What follows belongs to an exercise in optimizing a design on an open flow for small area; a production flow would make more cautious choices. In this exercise RTL edits were held to simulation tests only and were not proved equivalent to the original. The flow treats the clock pin as an ideal source, which a real chip does not have. No activity file was given, so power comes from the tool's default toggle rates.

## indigo
==> flow/design.v <==
module AXI_FIFO(
	input wire Aclk,
	input wire Areset_n,
	input wire s_axis_tvalid,
	input wire s_axis_tlast,
	input wire [7:0] s_axis_tdata,
	input wire [1:0] s_axis_tkeep,
	output wire s_axis_tready,
	input wire m_axis_tready,
	output wire m_axis_tvalid,
	output wire m_axis_tlast,
	output wire [1:0] m_axis_tkeep,
	output wire [7:0] m_axis_tdata
);
reg [10:0] mem [0:15];
reg [4:0] c;
wire [4:0] c_nxt;
wire wr_en;
wire [15:0] sel;
fifo_ctrl u_ctrl (
	.c(c), .s_valid(s_axis_tvalid), .m_ready(m_axis_tready),
	.s_ready(s_axis_tready), .wr_en(wr_en), .c_nxt(c_nxt), .sel(sel));
assign m_axis_tvalid = c[4];
always @(posedge Aclk) begin
	if (wr_en) begin
		mem[0] <= {s_axis_tlast, s_axis_tkeep, s_axis_tdata};
		for (int i = 1; i < 16; i++)
			mem[i] <= mem[i-1];
	end
end
always @(posedge Aclk or negedge Areset_n) begin
	if (!Areset_n)
		c <= 5'd0;
	else
		c <= c_nxt;
end
wire [10:0] head;
genvar b;
generate
	for (b = 0; b < 11; b++) begin : g_mux
		wire [15:0] col;
		for (genvar i = 0; i < 16; i++) begin : g_col
			assign col[i] = mem[i][b];
		end
		fifo_mux16 u_mux (.d(col), .s(sel), .y(head[b]));
	end
endgenerate
assign {m_axis_tlast, m_axis_tkeep, m_axis_tdata} = head;
endmodule
module fifo_ctrl(
	input wire [4:0] c,
	input wire s_valid,
	input wire m_ready,
	output wire s_ready,
	output wire wr_en,
	output wire [4:0] c_nxt,
	output wire [15:0] sel
);
wire z, rd_en, en;
fifo_nor4  g_z   (.a(c[3:0]), .y(z));                  
fifo_nand2 g_rdy (.a(c[4]), .b(z), .y(s_ready));       
fifo_and2  g_wr  (.a(s_valid), .b(s_ready), .y(wr_en));
fifo_and2  g_rd  (.a(m_ready), .b(c[4]), .y(rd_en));
fifo_xor2  g_en  (.a(wr_en), .b(rd_en), .y(en));       
wire y0, y1n, y2, y3n, n1, t2, n3, t4;
fifo_xor2  g_y0  (.a(c[0]), .b(wr_en), .y(y0));
fifo_xnor2 g_y1  (.a(c[1]), .b(wr_en), .y(y1n));
fifo_xor2  g_y2  (.a(c[2]), .b(wr_en), .y(y2));
fifo_xnor2 g_y3  (.a(c[3]), .b(wr_en), .y(y3n));
fifo_nand2 g_n1  (.a(en), .b(y0), .y(n1));
fifo_nor2  g_t2  (.a(n1), .b(y1n), .y(t2));
fifo_nand2 g_n3  (.a(t2), .b(y2), .y(n3));
fifo_nor2  g_t4  (.a(n3), .b(y3n), .y(t4));
fifo_xor2  g_c0  (.a(c[0]), .b(en), .y(c_nxt[0]));
fifo_xnor2 g_c1  (.a(c[1]), .b(n1), .y(c_nxt[1]));
fifo_xor2  g_c2  (.a(c[2]), .b(t2), .y(c_nxt[2]));
fifo_xnor2 g_c3  (.a(c[3]), .b(n3), .y(c_nxt[3]));
fifo_xor2  g_c4  (.a(c[4]), .b(t4), .y(c_nxt[4]));
wire [3:0] ci;
wire [3:0] lo_n, hi_n;
genvar j;
generate
	for (j = 0; j < 4; j++) begin : g_inv
		fifo_inv g (.a(c[j]), .y(ci[j]));
	end
	for (j = 0; j < 4; j++) begin : g_pre
		fifo_nand2 gl (.a(j[1] ? c[1] : ci[1]), .b(j[0] ? c[0] : ci[0]), .y(lo_n[j]));
		fifo_nand2 gh (.a(j[1] ? c[3] : ci[3]), .b(j[0] ? c[2] : ci[2]), .y(hi_n[j]));
	end
	for (j = 0; j < 16; j++) begin : g_sel
		fifo_nor2 g (.a(lo_n[3 - (j % 4)]), .b(hi_n[3 - (j / 4)]), .y(sel[j]));
	end
endgenerate
endmodule
module fifo_mux16(input wire [15:0] d, input wire [15:0] s, output wire y);
wire [5:0] n;
wire m0, m1;
fifo_aoi222 g0 (.a(d[1:0]), .b(s[1:0]), .c(d[2]), .e(s[2]), .y(n[0]));
fifo_aoi222 g1 (.a(d[4:3]), .b(s[4:3]), .c(d[5]), .e(s[5]), .y(n[1]));
fifo_aoi222 g2 (.a(d[7:6]), .b(s[7:6]), .c(d[8]), .e(s[8]), .y(n[2]));
fifo_aoi222 g3 (.a(d[10:9]), .b(s[10:9]), .c(d[11]), .e(s[11]), .y(n[3]));
fifo_aoi222 g4 (.a(d[13:12]), .b(s[13:12]), .c(d[14]), .e(s[14]), .y(n[4]));
fifo_nand2  g5 (.a(d[15]), .b(s[15]), .y(n[5]));
fifo_nand3  g6 (.a(n[2:0]), .y(m0));
fifo_nand3  g7 (.a(n[5:3]), .y(m1));
fifo_or2    g8 (.a(m0), .b(m1), .y(y));
endmodule
module fifo_aoi222(input wire [1:0] a, input wire [1:0] b, input wire c, input wire e, output wire y);
assign y = !((a[0] & b[0]) | (a[1] & b[1]) | (c & e));
endmodule
module fifo_inv(input wire a, output wire y);
assign y = !a;
endmodule
module fifo_and2(input wire a, input wire b, output wire y);
assign y = a & b;
endmodule
module fifo_or2(input wire a, input wire b, output wire y);
assign y = a | b;
endmodule
module fifo_nand2(input wire a, input wire b, output wire y);
assign y = !(a & b);
endmodule
module fifo_nor2(input wire a, input wire b, output wire y);
assign y = !(a | b);
endmodule
module fifo_xor2(input wire a, input wire b, output wire y);
assign y = a ^ b;
endmodule
module fifo_xnor2(input wire a, input wire b, output wire y);
assign y = !(a ^ b);
endmodule
module fifo_nand3(input wire [2:0] a, output wire y);
assign y = !(&a);
endmodule
module fifo_nor4(input wire [3:0] a, output wire y);
assign y = !(|a);
endmodule
clock: 5.0 ns
lec_check: 0
cap_margin: 20
core_margin: 2
core_utilization: 60
cts_buf_list: sky130_fd_sc_hd__clkbuf_8
slew_margin: 20
synth_hierarchical: 1
synth_minimum_keep_size: 0
run.sh (not shown) runs the stock make flow with config.mk's settings and CLKGATE_MAP_FILE= SYNTH_SCRIPT=/design/flow/synth_recipe.tcl, a recipe that flattens the netlist after the stock synthesis.
> inputs changed (indigo -> fjord)
Settings: CTS_BUF_LIST: sky130_fd_sc_hd__clkbuf_8 -> sky130_fd_sc_hd__clkbuf_4.
==> flow/flow/run.sh (new file) <==
#!/bin/bash
set -euo pipefail
here=$(pwd)
export BUFFER_PORTS_ARGS="-buffer_cell sky130_fd_sc_hd__buf_1"
export CTS_ARGS="-sink_clustering_enable -repair_clock_nets -dont_use_dummy_load -buf_list sky130_fd_sc_hd__clkbuf_4"
export POST_CTS_TCL="$here/flow/post_cts.tcl"
export CLK_SLEW_SWAP_NS=0.105
bash standard.sh > flow_make.log 2>&1
==> flow/flow/post_cts.tcl (new file) <==
estimate_parasitics -placement
set swapped 0
foreach inst [get_cells -hierarchical *] {
  if { [get_property $inst ref_name] ne "sky130_fd_sc_hd__clkbuf_4" } { continue }
  set worst 0.0
  set out [get_pins -of_objects $inst -filter "direction == output"]
  foreach p [get_pins -of_objects [get_nets -of_objects $out] -filter "direction == input"] {
    set s [get_property $p slew_max]
    if { $s > $worst } { set worst $s }
  }
  if { $worst > $::env(CLK_SLEW_SWAP_NS) } {
    puts "post_cts: [get_full_name $inst] worst sink slew $worst ns -> clkbuf_8"
    replace_cell $inst sky130_fd_sc_hd__clkbuf_8
    incr swapped
  }
}
puts "post_cts: swapped $swapped clock buffers"
if { $swapped > 0 } {
  detailed_placement
  check_placement -verbose
  estimate_parasitics -placement
}
==> flow/standard.sh (new file) <==
#!/bin/bash
# synth_recipe.tcl (not shown) runs the flow's synth.tcl, then flattens the netlist and writes it again
# the make line also repeats each setting of config.mk as NAME=value (left out here)
make -C /OpenROAD-flow-scripts/flow DESIGN_CONFIG=/design/flow/config.mk WORK_HOME=/design/flow/orfs CLKGATE_MAP_FILE= SYNTH_SCRIPT=/design/flow/synth_recipe.tcl "${@:-finish}"
removed: flow/run.sh
Results
What fjord reported for internal power component has to be multiplied by 1.16 to get the figure for indigo.
Fraction of layout cells with a size suffix above 1: fjord < indigo
Diff indigo -> fjord: I/O pin count shows no meaningful change, post-layout worst setup margin went up by 500 ps, clock skew climbed 21 ps, post-layout instance count excluding filler cells lost about 2.7%.
fjord vs. indigo: design area decreased by 5.0% relative to the old numbers, achievable frequency increased by 34 MHz relative to the old numbers.
Final hold violation count: fjord vs indigo, no meaningful difference

## re-timing with driven ports
The results above use ideal ports. As a check the final layouts listed here were re-extracted and re-timed, cells and wires unchanged. Step 1 (the two cells are an assumption about what drives the block):
set clk [get_ports {Aclk}]
set_driving_cell -lib_cell sky130_fd_sc_hd__clkbuf_16 $clk
set_driving_cell -lib_cell sky130_fd_sc_hd__buf_2 [delete_from_list [all_inputs] $clk]
Step 2 adds t to the input delays and takes it off the output delays; t is the mean of the earliest and latest rising clock arrival at the registers after step 1. Input paths then give back, and output paths get back, about the clock's delay inside the block. a / b / c = no drivers / after step 1 / after step 2; a / b = the first two.
run	t, ns	setup WS [ns]	worst setup path at the end	latest minus earliest clock arrival (ns)	pins driven straight from the clock port
indigo	0.475	0.920 / 0.886 / 1.361	register to output	0.010 / 0.010	1
fjord	0.463	1.421 / 1.384 / 1.847	register to output	0.031 / 0.031	1
After both steps every run listed still meets setup and hold.
